Background: an optimization exercise with open tools, aiming at small area and a short achievable clock period. Do not read the settings as production practice. The RTL was checked by simulation tests, not by an equivalence proof against the original design. Power and IR drop assume default switching activity.

==> flow/design.v <==
module alu_top (
    input         clk,
    input  [7:0]  a,
    input  [7:0]  b,
    input  [3:0]  command_in,
    input         oe,
    output [15:0] d_out
);
    reg [7:0]  a_q;
    reg [7:0]  b_q;
    reg [3:0]  cmd_q;
    reg        oe_q;
    reg [15:0] d_q;
    wire [15:0] alu_out;
    alu u_alu (
        .a(a_q),
        .b(b_q),
        .command_in(cmd_q),
        .oe(oe_q),
        .d_out(alu_out)
    );
    always @(posedge clk) begin
        a_q   <= a;
        b_q   <= b;
        cmd_q <= command_in;
        oe_q  <= oe;
        d_q   <= alu_out;
    end
    assign d_out = d_q;
endmodule

`timescale 1ns / 1ps
module alu(
    input [7:0] a,
    input [7:0] b,
    input [3:0] command_in,
    input oe,
    output  [15:0] d_out
    );
    parameter ADD= 4'B0000,
              INC= 4'B0001,
              SUB= 4'B0010,
              DEC= 4'B0011,
              MUL= 4'B0100,
              DIV= 4'B0101,
              SHL= 4'B0110,
              SHR= 4'B0111,
              AND= 4'B1000,
              OR=  4'B1001,
              INV= 4'B1010,
              NAND= 4'B1011,
              NOR= 4'B1100,
              XOR= 4'B1101,
              XNOR=4'B1110,
              BUF= 4'B1111;
 reg [15:0] out;
  always@(*)
    begin
      case(command_in)
       ADD : out = a + b;
       INC : out = a + 1;
       SUB : out = a - b;
       DEC : out = a -1;
       MUL : out = a * b;
       DIV : out = (b == 8'd0) ? 16'h0000 : a / b;
       SHL : out = a <<b;
       SHR : out = a>> b;
       AND : out =a &b;
       OR  : out =a| b;
       INV : out =~a;
       NAND: out =~(a&b);
       NOR : out =~(a|b);
       XOR : out =a^b;
       XNOR: out =~(a^b);
       BUF : out =a;
        default : out =16'h0000;
      endcase
    end
    assign d_out= (oe)?out:16'h0000;
endmodule
==> flow/run.sh <==
#!/bin/bash
# synth_recipe.tcl (not shown) runs the flow's synth.tcl, then flattens the netlist and writes it again
# the make line also repeats each setting of config.mk as NAME=value (left out here)
make -C /OpenROAD-flow-scripts/flow DESIGN_CONFIG=/design/flow/config.mk WORK_HOME=/design/flow/orfs CLKGATE_MAP_FILE= SYNTH_SCRIPT=/design/flow/synth_recipe.tcl finish
==> flow/config.mk <==
export PLATFORM = sky130hd
export DESIGN_NAME = alu_top
export DESIGN_NICKNAME = alu_top
export VERILOG_FILES = /design/flow/design.v
export SDC_FILE = /design/flow/constraint.sdc
export NUM_CORES = 4
export LEC_CHECK = 0
export CAP_MARGIN = 20
export CORE_MARGIN = 2
export CORE_UTILIZATION = 40
export SLEW_MARGIN = 20
==> flow/constraint.sdc <==
create_clock -name core_clock -period 30.0 [get_ports {clk}]
set_input_delay 6.0000 -clock core_clock [delete_from_list [all_inputs] [get_ports {clk}]]
set_output_delay 6.0000 -clock core_clock [all_outputs]
set_load 0.01 [all_outputs]
==> notes.md, run 1 <==
# TYPE chip_impl_metric gauge
chip_impl_info{name="status",value="complete, no violations"} 1
chip_impl_metric{name="layout.core_utilization",unit="%"} 46.7
chip_impl_metric{name="wl_per_cell",unit="um"} 18.9
chip_impl_metric{name="layout-drive-gt1-share",unit="%"} 13.2
chip_impl_metric{name="global_route_congestion_overflow_total",unit=""} 0
chip_impl_info{name="setup.worst_path.start_class",value="flop"} 1
chip_impl_info{name="hold_path.class",value="flop to flop"} 1
chip_impl_metric{name="drt_pass1_iterations",unit=""} 5
chip_impl_metric{name="period_share",unit="%"} 94.7
chip_impl_info{name="critPathTopFamily",value="compound AO/OA/AOI/OAI gates"} 1
chip_impl_metric{name="horizontal_die_dimension",unit="um"} 166
chip_impl_metric{name="cts_buffers",unit=""} 5
chip_impl_metric{name="required",unit="ps"} 30180
chip_impl_metric{name="initial_core_util",unit="%"} 40.5
chip_impl_metric{name="netlist_instances",unit=""} 1415
chip_impl_info{name="crit_path_frequent_cell",value="sky130_fd_sc_hd__o21a_1"} 1
chip_impl_info{name="element_type_at_the_critical_path_end",value="flop"} 1
chip_impl_metric{name="htree_levels",unit=""} 2
chip_impl_metric{name="drv.max_cap_violation_count",unit=""} 0
chip_impl_metric{name="worst_pin_slew",unit="ps"} 1060
chip_impl_metric{name="power_density",unit="nW/um^2"} 97.6
chip_impl_metric{name="max_slew_margin",unit="%"} 28.5
chip_impl_metric{name="placement_rows",unit=""} 59
chip_impl_metric{name="p_sw_share",unit="%"} 50.1
chip_impl_metric{name="finalSetupViolations",unit=""} 0
chip_impl_metric{name="num_io_pins",unit=""} 38
chip_impl_metric{name="nNetsFinal",unit=""} 1720
chip_impl_metric{name="die_area",unit="sq um"} 27600
chip_impl_metric{name="cts-root-to-sink-buffers",unit=""} 2
chip_impl_metric{name="skew",unit="ps"} 10.2
chip_impl_metric{name="timing.critical_path.buf_inv",unit=""} 4
chip_impl_metric{name="placement.io_buffers",unit=""} 37
chip_impl_metric{name="max_clock_freq",unit="GHz"} 0.0352
chip_impl_metric{name="final_antenna_net_count",unit=""} 0
chip_impl_metric{name="power.share.clock",unit="%"} 4.7
chip_impl_metric{name="ys_warn_count",unit=""} 2
chip_impl_metric{name="gpl.final_weighted_congestion",unit=""} 0.989
chip_impl_metric{name="r2r_setup_slack",unit="ps"} 1590
chip_impl_metric{name="power.sequential.fraction",unit="%"} 4.8
chip_impl_metric{name="ff2ff_path_depth",unit=""} 134
chip_impl_metric{name="hpwl",unit="mm"} 26.2
chip_impl_metric{name="dr.first_iter.drc_count",unit=""} 1104
chip_impl_metric{name="synth-async-reset-ratio",unit="%"} 0
chip_impl_metric{name="final_max_slew_viol_count",unit=""} 0
chip_impl_metric{name="finalHoldViolCount",unit=""} 0
chip_impl_info{name="critical_path.reg2reg.endpoint",value="d_q[0]$_SDFF_PN0_"} 1
chip_impl_metric{name="wire_length_of_the_first_global_routing_pass",unit="mm"} 53.8
chip_impl_info{name="most-common-layout-cells",value="sky130_fd_sc_hd__ha_1 (170), sky130_fd_sc_hd__nor2_1 (155), sky130_fd_sc_hd__nand2_1 (123), sky130_fd_sc_hd__inv_1 (98), sky130_fd_sc_hd__a21oi_1 (93)"} 1
chip_impl_metric{name="synth-edff-count",unit=""} 0
chip_impl_info{name="worstReg2RegStart",value="b_q[6]$_DFF_P_"} 1
chip_impl_metric{name="max-vdd-ir-drop",unit="mV"} 0.194
chip_impl_metric{name="cp_slowest_stage_delay",unit="ps"} 610
chip_impl_info{name="crit_path_end",value="d_q[0]$_SDFF_PN0_"} 1
chip_impl_metric{name="antenna-diode-count",unit=""} 0
chip_impl_metric{name="cellInternalPower",unit="mW"} 0.592
chip_impl_info{name="startpoint",value="b_q[6]$_DFF_P_"} 1
chip_impl_metric{name="area.growth.synth_to_final",unit="%"} 15.3
chip_impl_metric{name="core_area",unit="sq um"} 26000
chip_impl_metric{name="dr_total_vias",unit=""} 10900
chip_impl_metric{name="fin_total_pwr",unit="mW"} 1.18
chip_impl_metric{name="p_switching",unit="mW"} 0.593
chip_impl_metric{name="finish.cell_count_without_fillers",unit=""} 1824
chip_impl_metric{name="count_of_clock_tree_sinks",unit=""} 37
chip_impl_metric{name="grt_util_all_layers",unit="%"} 23.9
chip_impl_info{name="worst-setup-path-type",value="flop to flop"} 1
chip_impl_info{name="layout_commonest_cell",value="sky130_fd_sc_hd__ha_1"} 1
chip_impl_info{name="cts_tree",value="done"} 1
chip_impl_metric{name="clk-insertion-delay-late",unit="ps"} 300
chip_impl_metric{name="postCtsHoldBufs",unit=""} 0
chip_impl_metric{name="post_synth_instance_area",unit="sq um"} 10500
chip_impl_metric{name="setup_tns",unit="ps"} 0
chip_impl_metric{name="critical_path_depth",unit=""} 134
chip_impl_metric{name="power.leakage",unit="nW"} 5.52
chip_impl_info{name="start_point_of_the_worst_min_delay_path",value="oe_q$_DFF_P_"} 1
chip_impl_metric{name="crit_path_max_fanout",unit=""} 13
chip_impl_metric{name="synthDistinctLibCells",unit=""} 88
chip_impl_metric{name="count_of_state_elements_after_synthesis",unit=""} 37
chip_impl_metric{name="comb_power_share",unit="%"} 90.6
chip_impl_metric{name="via_per_inst",unit=""} 5.98
chip_impl_metric{name="cts.clk_slew.worst_paths",unit="ps"} 70
chip_impl_info{name="synth_top_flop_cell",value="sky130_fd_sc_hd__dfxtp_1"} 1
chip_impl_metric{name="place.detailed.instances",unit=""} 1786
chip_impl_metric{name="period_needed",unit="ps"} 28410
chip_impl_metric{name="postRouteWirelength",unit="mm"} 34.6
chip_impl_info{name="root_buffer",value="sky130_fd_sc_hd__clkbuf_16"} 1
chip_impl_metric{name="die_height",unit="um"} 166
chip_impl_metric{name="grt_pass1_vias",unit=""} 10100
chip_impl_metric{name="grt_max_degree",unit=""} 44
chip_impl_metric{name="fillers",unit=""} 2643
chip_impl_metric{name="postSynthAreaPerCell",unit="sq um"} 7.44
chip_impl_metric{name="antenna_violations_before_repair",unit=""} 0
chip_impl_metric{name="drc",unit=""} 0
chip_impl_metric{name="timing.critical_path.arrival",unit="ps"} 28600
chip_impl_metric{name="seq_area_frac_synth",unit="%"} 7.04
chip_impl_info{name="crit_path_top_delay_cell",value="sky130_fd_sc_hd__or4b_2"} 1
==> how the worst min path moves through the flow <==
stage	to	cells after the start
global placement	d_q[5]$_SDFF_PN0_	2
finish	d_q[5]$_SDFF_PN0_	2
global route	d_q[4]$_SDFF_PN0_	2
CTS	d_q[5]$_SDFF_PN0_	2
floorplan	d_q[8]$_SDFF_PN0_	2
detailed placement	d_q[5]$_SDFF_PN0_	2
==> cells by family after synthesis <==
logic type	share of synthesized area [%]
buf+inv	5.98
xor+xnor	6.07
compound gates	27.1
flops	7.04
simple gates	20.4
fa+ha+maj	27.7
other cells	0.0356
mux	5.73
==> timing repair <==
action | CTS | global route
pin swaps | 1 | 16
setup endpoints to repair | 1 | 2
setup buffers | 1 | 28
gates resized for setup | 7 | 67
cloned | 0 | 1
==> cell usage after synthesis, types with 6 or more instances <==
master | instances | area share (%)
sky130_fd_sc_hd__o21bai_1 | 17 | 1.2
sky130_fd_sc_hd__o31ai_1 | 13 | 0.93
sky130_fd_sc_hd__xor2_1 | 25 | 2.1
sky130_fd_sc_hd__o211ai_1 | 15 | 1.1
sky130_fd_sc_hd__o21ai_0 | 62 | 2.9
sky130_fd_sc_hd__nand2_1 | 124 | 4.4
sky130_fd_sc_hd__a21oi_1 | 107 | 5.1
sky130_fd_sc_hd__nor2_1 | 161 | 5.7
sky130_fd_sc_hd__xnor2_1 | 48 | 4.0
sky130_fd_sc_hd__buf_2 | 8 | 0.38
sky130_fd_sc_hd__o21a_1 | 40 | 2.9
sky130_fd_sc_hd__clkbuf_1 | 45 | 1.6
sky130_fd_sc_hd__a31oi_1 | 15 | 0.89
sky130_fd_sc_hd__clkinv_1 | 6 | 0.21
sky130_fd_sc_hd__nand3_1 | 30 | 1.4
sky130_fd_sc_hd__ha_1 | 172 | 20
sky130_fd_sc_hd__dfxtp_1 | 37 | 7.0
sky130_fd_sc_hd__a22oi_1 | 7 | 0.50
sky130_fd_sc_hd__nand4_1 | 7 | 0.42
sky130_fd_sc_hd__a221oi_1 | 11 | 0.92
sky130_fd_sc_hd__mux2i_1 | 22 | 2.1
sky130_fd_sc_hd__o221ai_1 | 6 | 0.50
sky130_fd_sc_hd__nand2b_1 | 13 | 0.77
sky130_fd_sc_hd__nor3_1 | 56 | 2.7
sky130_fd_sc_hd__mux2_2 | 21 | 2.2
sky130_fd_sc_hd__a211oi_1 | 14 | 1.0
sky130_fd_sc_hd__inv_1 | 98 | 3.5
sky130_fd_sc_hd__o22ai_1 | 8 | 0.48
sky130_fd_sc_hd__fa_1 | 38 | 7.2
sky130_fd_sc_hd__nor2b_1 | 16 | 0.95
sky130_fd_sc_hd__a21o_1 | 23 | 1.6
sky130_fd_sc_hd__and2_1 | 9 | 0.53
sky130_fd_sc_hd__or3_1 | 15 | 0.89
sky130_fd_sc_hd__nor4_1 | 6 | 0.36
==> power groups by stage <==
stage | sequential (mW) | combinational, mW | clock [mW]
after global placement | 0.0575 | 0.964 | 0
after CTS | 0.0564 | 0.991 | 0.0566
after detailed placement | 0.0574 | 0.978 | 0
after global routing | 0.0568 | 1.21 | 0.0584
after floorplan | 0.0582 | 0.800 | 0
final | 0.0565 | 1.07 | 0.0554
==> layer usage <==
| metal | share of wire, % | wire, um | vias to the layer above | GRT usage (%) |
|---|---|---|---|---|
| met2 | 43 | 14900 | 386 | 36.6 |
| met4 | 3.0 | 1030 | 0 | 7.50 |
| li1 | - | - | 5271 | - |
| met1 | 47 | 16200 | 5175 | 34.3 |
| met5 | 0 | 0 | - | 0 |
| met3 | 6.8 | 2340 | 77 | 3.86 |
==> metrics by stage <==
step	hold slack [ps]	setup WS, ps	area, sq um
3_5_place_dp	663	-675	11500
2_1_floorplan	589	609	10600
5_1_grt	720	-186	12100
4_1_cts	677	40.9	11700
3_3_place_gp	673	175	11500
6_report	690	1590	12100
==> layout make-up <==
type                    instances  area [sq um]  area share (%)
repair buffers                117           975            8.03
clock buffers                   6           129            1.06
multi-input cells            1223          9470            78.0
flip-flops and latches         37           743            6.12
inverters                     104           390            3.22
well taps                     335           419            3.45
clock inverters                 2          10.0          0.0824
==> registers in the layout (all words and copies together), names as in the netlist <==
name   cells
a_q        8
b_q        8
cmd_q      4
d_q       16
oe_q       1
==> worst register-to-register path: cells and delay by family (launching register included) <==
| kind | cells | cell delay [ps] |
|---|---|---|
| adder cells (fa/ha/maj) | 15 | 4660 |
| AND/OR/NAND/NOR | 34 | 7270 |
| flip-flops | 1 | 400 |
| buffers and inverters | 4 | 530 |
| multiplexers | 7 | 1770 |
| AO/OA/AOI/OAI | 74 | 13670 |
==> run 2: changes to the inputs <==
==> flow/design.v (replaced) <==
module alu_top (
    input         clk,
    input  [7:0]  a,
    input  [7:0]  b,
    input  [3:0]  command_in,
    input         oe,
    output [15:0] d_out
);
    reg [7:0]  a_q;
    reg [7:0]  b_q;
    reg [3:0]  cmd_q;
    reg        oe_q;
    reg [15:0] d_q;
    wire [15:0] alu_out;
    alu u_alu (
        .a(a_q),
        .b(b_q),
        .command_in(cmd_q),
        .oe(oe_q),
        .d_out(alu_out)
    );
    always @(posedge clk) begin
        a_q   <= a;
        b_q   <= b;
        cmd_q <= command_in;
        oe_q  <= oe;
        d_q   <= alu_out;
    end
    assign d_out = d_q;
endmodule

module alu(
    input  [7:0]  a,
    input  [7:0]  b,
    input  [3:0]  command_in,
    input         oe,
    output [15:0] d_out
);
    wire       sub  = command_in[1];
    wire       cst  = command_in[0];
    wire [7:0] y    = cst ? {8{sub}} : (b ^ {8{sub}});
    wire       cin  = cst ^ sub;
    wire [8:0] s9   = {1'b0, a} + {1'b0, y} + {8'b0, cin};
    wire [15:0] r_add = {sub ? {8{~s9[8]}} : {7'b0, s9[8]}, s9[7:0]};
    wire [15:0] r_mul = a * b;
    wire [7:0] q;
    wire [7:0] rem [0:8];
    assign rem[0] = 8'd0;
    genvar k;
    generate
        for (k = 7; k >= 0; k = k - 1) begin : g_div
            localparam integer W = 8 - k;            
            localparam integer S = 7 - k;            
            wire [W-1:0] pr = (W == 1) ? a[k] : {rem[S][W-2:0], a[k]};
            wire         hi_zero;
            if (W < 8) begin : g_hz
                assign hi_zero = ~|b[7:W];
            end else begin : g_nhz
                assign hi_zero = 1'b1;
            end
            wire [W:0] df = {1'b0, pr} - {1'b0, b[W-1:0]};
            assign q[k] = hi_zero & ~df[W];
            wire [W-1:0] nr = q[k] ? df[W-1:0] : pr;
            if (W < 8) begin : g_pad
                assign rem[S+1] = {{(8-W){1'b0}}, nr};
            end else begin : g_nopad
                assign rem[S+1] = nr;
            end
        end
    endgenerate
    wire [15:0] r_div = {8'd0, (|b) ? q : 8'd0};
    wire [15:0] r_shl = (|b[7:4]) ? 16'd0 : ({8'd0, a} << b[3:0]);
    wire [15:0] r_shr = (|b[7:3]) ? 16'd0 : {8'd0, a >> b[2:0]};
    reg [15:0] out;
    always @(*) begin
        case (command_in)
            4'd0, 4'd1, 4'd2, 4'd3: out = r_add;
            4'd4:  out = r_mul;
            4'd5:  out = r_div;
            4'd6:  out = r_shl;
            4'd7:  out = r_shr;
            4'd8:  out = {8'd0, a & b};
            4'd9:  out = {8'd0, a | b};
            4'd10: out = {8'hFF, ~a};
            4'd11: out = {8'hFF, ~(a & b)};
            4'd12: out = {8'hFF, ~(a | b)};
            4'd13: out = {8'd0, a ^ b};
            4'd14: out = {8'hFF, ~(a ^ b)};
            default: out = {8'd0, a};
        endcase
    end
    assign d_out = oe ? out : 16'h0000;
endmodule
--- a/flow/config.mk
+++ b/flow/config.mk
@@ -6,4 +6,5 @@
 export NUM_CORES = 4
 export LEC_CHECK = 0
+export ABC_AREA = 1
 export CAP_MARGIN = 20
 export CORE_MARGIN = 2
==> run 2 against run 1 <==
Against the previous run: sequential share of layout area up 4.0 points; critical path type unchanged; via count down 42%; combinational power down 83%; largest power group unchanged; register-to-register slack better by 19000 ps; final cell count down 34%; non-clock buffer count down 70; count of clock-buffer cells in the layout up 2; clock skew down 3.1 ps; global-route usage down 1.7 points; highest routed layer unchanged.
==> notes.md, run 2 <==
# TYPE chip_impl_metric gauge
chip_impl_metric{name="global_route_congestion_overflow_total",unit=""} 0
chip_impl_metric{name="fillers",unit=""} 1715
chip_impl_info{name="element_type_at_the_critical_path_end",value="flop"} 1
chip_impl_metric{name="power.share.clock",unit="%"} 17.8
chip_impl_info{name="setup.worst_path.start_class",value="flop"} 1
chip_impl_metric{name="htree_levels",unit=""} 2
chip_impl_metric{name="cellInternalPower",unit="mW"} 0.158
chip_impl_metric{name="globalRouteMet2Util",unit="%"} 36.1
chip_impl_metric{name="horizontal_die_dimension",unit="um"} 132
chip_impl_metric{name="finish.cell_count_without_fillers",unit=""} 1195
chip_impl_metric{name="p_switching",unit="mW"} 0.133
chip_impl_metric{name="power_density",unit="nW/um^2"} 39.8
chip_impl_info{name="netlist_top_cells_area",value="sky130_fd_sc_hd__ha_1 (21%), sky130_fd_sc_hd__fa_1 (13%), sky130_fd_sc_hd__nand2_1 (12%), sky130_fd_sc_hd__dfxtp_1 (11%), sky130_fd_sc_hd__inv_1 (9.2%)"} 1
chip_impl_metric{name="timing.critical_path.arrival",unit="ps"} 9850
chip_impl_metric{name="layout-drive-gt1-share",unit="%"} 5.41
chip_impl_metric{name="core_area",unit="sq um"} 16000
chip_impl_metric{name="via_per_inst",unit=""} 5.27
chip_impl_metric{name="die_area",unit="sq um"} 17500
chip_impl_info{name="most_used_routing_layer_in_global_routing",value="met2"} 1
chip_impl_metric{name="postCtsHoldBufs",unit=""} 0
chip_impl_metric{name="drv.max_cap_violation_count",unit=""} 0
chip_impl_metric{name="min_path_cells",unit=""} 2
chip_impl_metric{name="die_height",unit="um"} 132
chip_impl_metric{name="dr.first_iter.drc_count",unit=""} 638
chip_impl_metric{name="antenna_violations_before_repair",unit=""} 0
chip_impl_metric{name="grt_met1_use",unit="%"} 31.2
chip_impl_metric{name="synth-edff-count",unit=""} 0
chip_impl_metric{name="required",unit="ps"} 30220
chip_impl_metric{name="count_of_state_elements_after_synthesis",unit=""} 37
chip_impl_info{name="crit_path_top_delay_cell",value="sky130_fd_sc_hd__dfxtp_1"} 1
chip_impl_metric{name="placement.io_buffers",unit=""} 37
chip_impl_info{name="worst-setup-path-type",value="flop to flop"} 1
chip_impl_metric{name="skew",unit="ps"} 7.11
chip_impl_metric{name="postRouteWirelength",unit="mm"} 19.3
chip_impl_info{name="yosysMostFrequentCell",value="sky130_fd_sc_hd__nand2_1"} 1
chip_impl_metric{name="netlist_instances",unit=""} 953
chip_impl_metric{name="max_slew_margin",unit="%"} 42.5
chip_impl_metric{name="setup_tns",unit="ps"} 0
chip_impl_metric{name="finalHoldViolCount",unit=""} 0
chip_impl_metric{name="multiInputGateArea",unit="sq um"} 5060
chip_impl_info{name="status",value="complete, no violations"} 1
chip_impl_info{name="hold_path.class",value="flop to flop"} 1
chip_impl_metric{name="count_of_clock_tree_sinks",unit=""} 37
chip_impl_metric{name="wl_per_cell",unit="um"} 16.1
chip_impl_info{name="rsz_0062_raised_after_global_routing",value="no"} 1
chip_impl_info{name="most-common-layout-cells",value="sky130_fd_sc_hd__nand2_1 (205), sky130_fd_sc_hd__inv_1 (162), sky130_fd_sc_hd__ha_1 (108), sky130_fd_sc_hd__a21oi_1 (68), sky130_fd_sc_hd__nor2_1 (56)"} 1
chip_impl_metric{name="drt_pass1_iterations",unit=""} 6
chip_impl_metric{name="area.growth.synth_to_final",unit="%"} 10.8
chip_impl_metric{name="synth-async-reset-ratio",unit="%"} 0
chip_impl_metric{name="max_clock_freq",unit="GHz"} 0.104
chip_impl_metric{name="finalSetupViolations",unit=""} 0
chip_impl_metric{name="grtUsageMet3",unit="%"} 3.19
chip_impl_info{name="ys_top_cells_by_count",value="sky130_fd_sc_hd__nand2_1 (205), sky130_fd_sc_hd__inv_1 (162), sky130_fd_sc_hd__ha_1 (108)"} 1
chip_impl_metric{name="period_share",unit="%"} 32.1
chip_impl_metric{name="yosys.area.top_type_share",unit="%"} 20.5
chip_impl_info{name="layout_commonest_cell",value="sky130_fd_sc_hd__nand2_1"} 1
chip_impl_metric{name="drc",unit=""} 0
chip_impl_metric{name="p_sw_share",unit="%"} 45.7
chip_impl_metric{name="largest_reg_flops",unit=""} 16
chip_impl_metric{name="hpwl",unit="mm"} 15.1
chip_impl_info{name="regMostFlops",value="d_q"} 1
chip_impl_metric{name="place.detailed.instances",unit=""} 1187
chip_impl_metric{name="postSynthAreaPerCell",unit="sq um"} 6.91
chip_impl_metric{name="grt_max_degree",unit=""} 37
chip_impl_metric{name="final_antenna_net_count",unit=""} 0
chip_impl_metric{name="grt_util_all_layers",unit="%"} 22.2
chip_impl_metric{name="nNetsFinal",unit=""} 1152
chip_impl_metric{name="placement_rows",unit=""} 46
chip_impl_metric{name="initial_core_util",unit="%"} 41.1
chip_impl_metric{name="max-vdd-ir-drop",unit="mV"} 0.0260
chip_impl_metric{name="comb_power_share",unit="%"} 62.4
chip_impl_info{name="root_buffer",value="sky130_fd_sc_hd__clkbuf_16"} 1
chip_impl_info{name="reg.largest.list",value="d_q x16, a_q x8, b_q x8"} 1
chip_impl_metric{name="gpl.final_weighted_congestion",unit=""} 0.966
chip_impl_metric{name="power.leakage",unit="nW"} 3.88
chip_impl_metric{name="final_max_slew_viol_count",unit=""} 0
chip_impl_metric{name="post_synth_instance_area",unit="sq um"} 6580
chip_impl_metric{name="period_needed",unit="ps"} 9630
chip_impl_metric{name="cts_buffers",unit=""} 5
chip_impl_metric{name="post_cts_resize_count",unit=""} 0
chip_impl_metric{name="grt_pass1_vias",unit=""} 5970
chip_impl_metric{name="dr_total_vias",unit=""} 6298
chip_impl_info{name="cts_tree",value="done"} 1
chip_impl_info{name="crit_path_frequent_cell",value="sky130_fd_sc_hd__nand2_1"} 1
chip_impl_metric{name="synthDistinctLibCells",unit=""} 47
chip_impl_metric{name="ys_warn_count",unit=""} 2
chip_impl_metric{name="postCtsSetupBuffers",unit=""} 0
chip_impl_metric{name="ff2ff_path_depth",unit=""} 57
chip_impl_metric{name="cts.clk_slew.worst_paths",unit="ps"} 60
chip_impl_metric{name="cp_slowest_stage_delay",unit="ps"} 630
chip_impl_metric{name="wire_length_of_the_first_global_routing_pass",unit="mm"} 31.2
chip_impl_metric{name="cts-root-to-sink-buffers",unit=""} 2
chip_impl_metric{name="crit_path_max_fanout",unit=""} 13
chip_impl_metric{name="power.sequential.fraction",unit="%"} 19.8
chip_impl_metric{name="seq_area_frac_synth",unit="%"} 11.3
chip_impl_metric{name="clk-insertion-delay-late",unit="ps"} 280
chip_impl_info{name="synth_top_flop_cell",value="sky130_fd_sc_hd__dfxtp_1"} 1
chip_impl_metric{name="num_io_pins",unit=""} 38
chip_impl_metric{name="worst_pin_slew",unit="ps"} 862
chip_impl_metric{name="antenna-diode-count",unit=""} 0
chip_impl_info{name="largest_area_contributor_in_the_netlist",value="sky130_fd_sc_hd__ha_1"} 1
chip_impl_metric{name="area.sequential",unit="sq um"} 741
-- run 2: stage by stage --
stage	worst slack, ps	area (sq um)	util, %	hold WS [ps]	power (mW)
2_1_floorplan	21680	6580	-	585	0.193
3_3_place_gp	20890	7160	44.7	678	0.238
3_5_place_dp	20470	7160	44.7	676	0.238
4_1_cts	20450	7300	45.6	678	0.291
5_1_grt	19340	7300	45.6	705	0.322
6_report	20370	7300	45.6	690	0.290
-- run 2: layout make-up --
type	instances	area share, %
Multi-Input combinational cell	717	69.4
Sequential cell	37	10.2
Inverter	170	8.76
Timing Repair Buffer	47	6.11
Tap cell	216	3.70
Clock buffer	8	1.87
-- run 2: layer usage --
layer | wire length (um) | part of all wire [%] | vias up
met3 | 1250 | 6.5 | 20
met1 | 8980 | 47 | 2909
li1 | - | - | 3143
met4 | 308 | 1.6 | 0
met2 | 8760 | 45 | 226
met5 | 0 | 0 | -
-- run 2: final timing paths --
kind	startpoint	endpoint	slack, ps
setup / recovery	a_q[7]$_DFF_P_	d_q[0]$_SDFF_PN0_	20370
hold / removal	oe_q$_DFF_P_	d_q[8]$_SDFF_PN0_	690
hold reg to reg	oe_q$_DFF_P_	d_q[8]$_SDFF_PN0_	690
setup reg to reg	a_q[7]$_DFF_P_	d_q[0]$_SDFF_PN0_	20370
-- run 2: worst max-delay path, delay by kind of cell (launching register included) --
family / cells / cell delay, ps
flip-flops: 1 / 630
adder cells (fa/ha/maj): 8 / 2690
AND/OR/NAND/NOR: 23 / 2700
AO/OA/AOI/OAI: 18 / 2670
buffers and inverters: 8 / 860
-- run 2: power by group through the flow --
stage | Sequential, mW | Combinational, mW | Clock (mW)
finish | 0.0575 | 0.181 | 0.0516
global placement | 0.0585 | 0.180 | 0
global route | 0.0580 | 0.209 | 0.0543
CTS | 0.0575 | 0.181 | 0.0525
detailed placement | 0.0586 | 0.180 | 0
floorplan | 0.0582 | 0.135 | 0
-- run 2: kinds of logic (layout without fill, tap and decap cells) --
group / after synthesis / after routing / share of synthesized area (%)
AO/OA/AOI/OAI: 187 / 187 / 16.8
XOR/XNOR: 17 / 17 / 2.26
adder cells (fa/ha/maj): 152 / 152 / 33.9
buffers and inverters: 199 / 225 / 11.8
flip-flops: 37 / 37 / 11.3
multiplexers: 2 / 2 / 0.304
AND/OR/NAND/NOR: 359 / 359 / 23.6

[port drivers added, routing unchanged]
In the flow no input, the clock included, has a driving cell. The finished layouts below were timed again as built, in two steps.
Step 1 sets driving cells, clkbuf_16 on the clock port and buf_2 on the other inputs (assumed; they add their load-dependent delay and slew).
Step 2 also shifts input and output timing later by t, the mid clock arrival at the registers, as if the neighbouring blocks saw the same clock.
Three values: ideal, step 1, step 2; two values: the first two.
run	t (ns)	slack for setup (ns)	worst hold slack (ns)	latest minus earliest clock arrival (ns)	worst register clock-pin slew, ns
run 1	0.341	1.587 / 1.587 / 1.587	0.690 / 0.690 / 0.690	0.010 / 0.010	0.07 / 0.07
run 2	0.322	20.372 / 20.372 / 20.372	0.690 / 0.690 / 0.690	0.007 / 0.008	0.06 / 0.06
After both steps setup and hold are still met in every run listed.
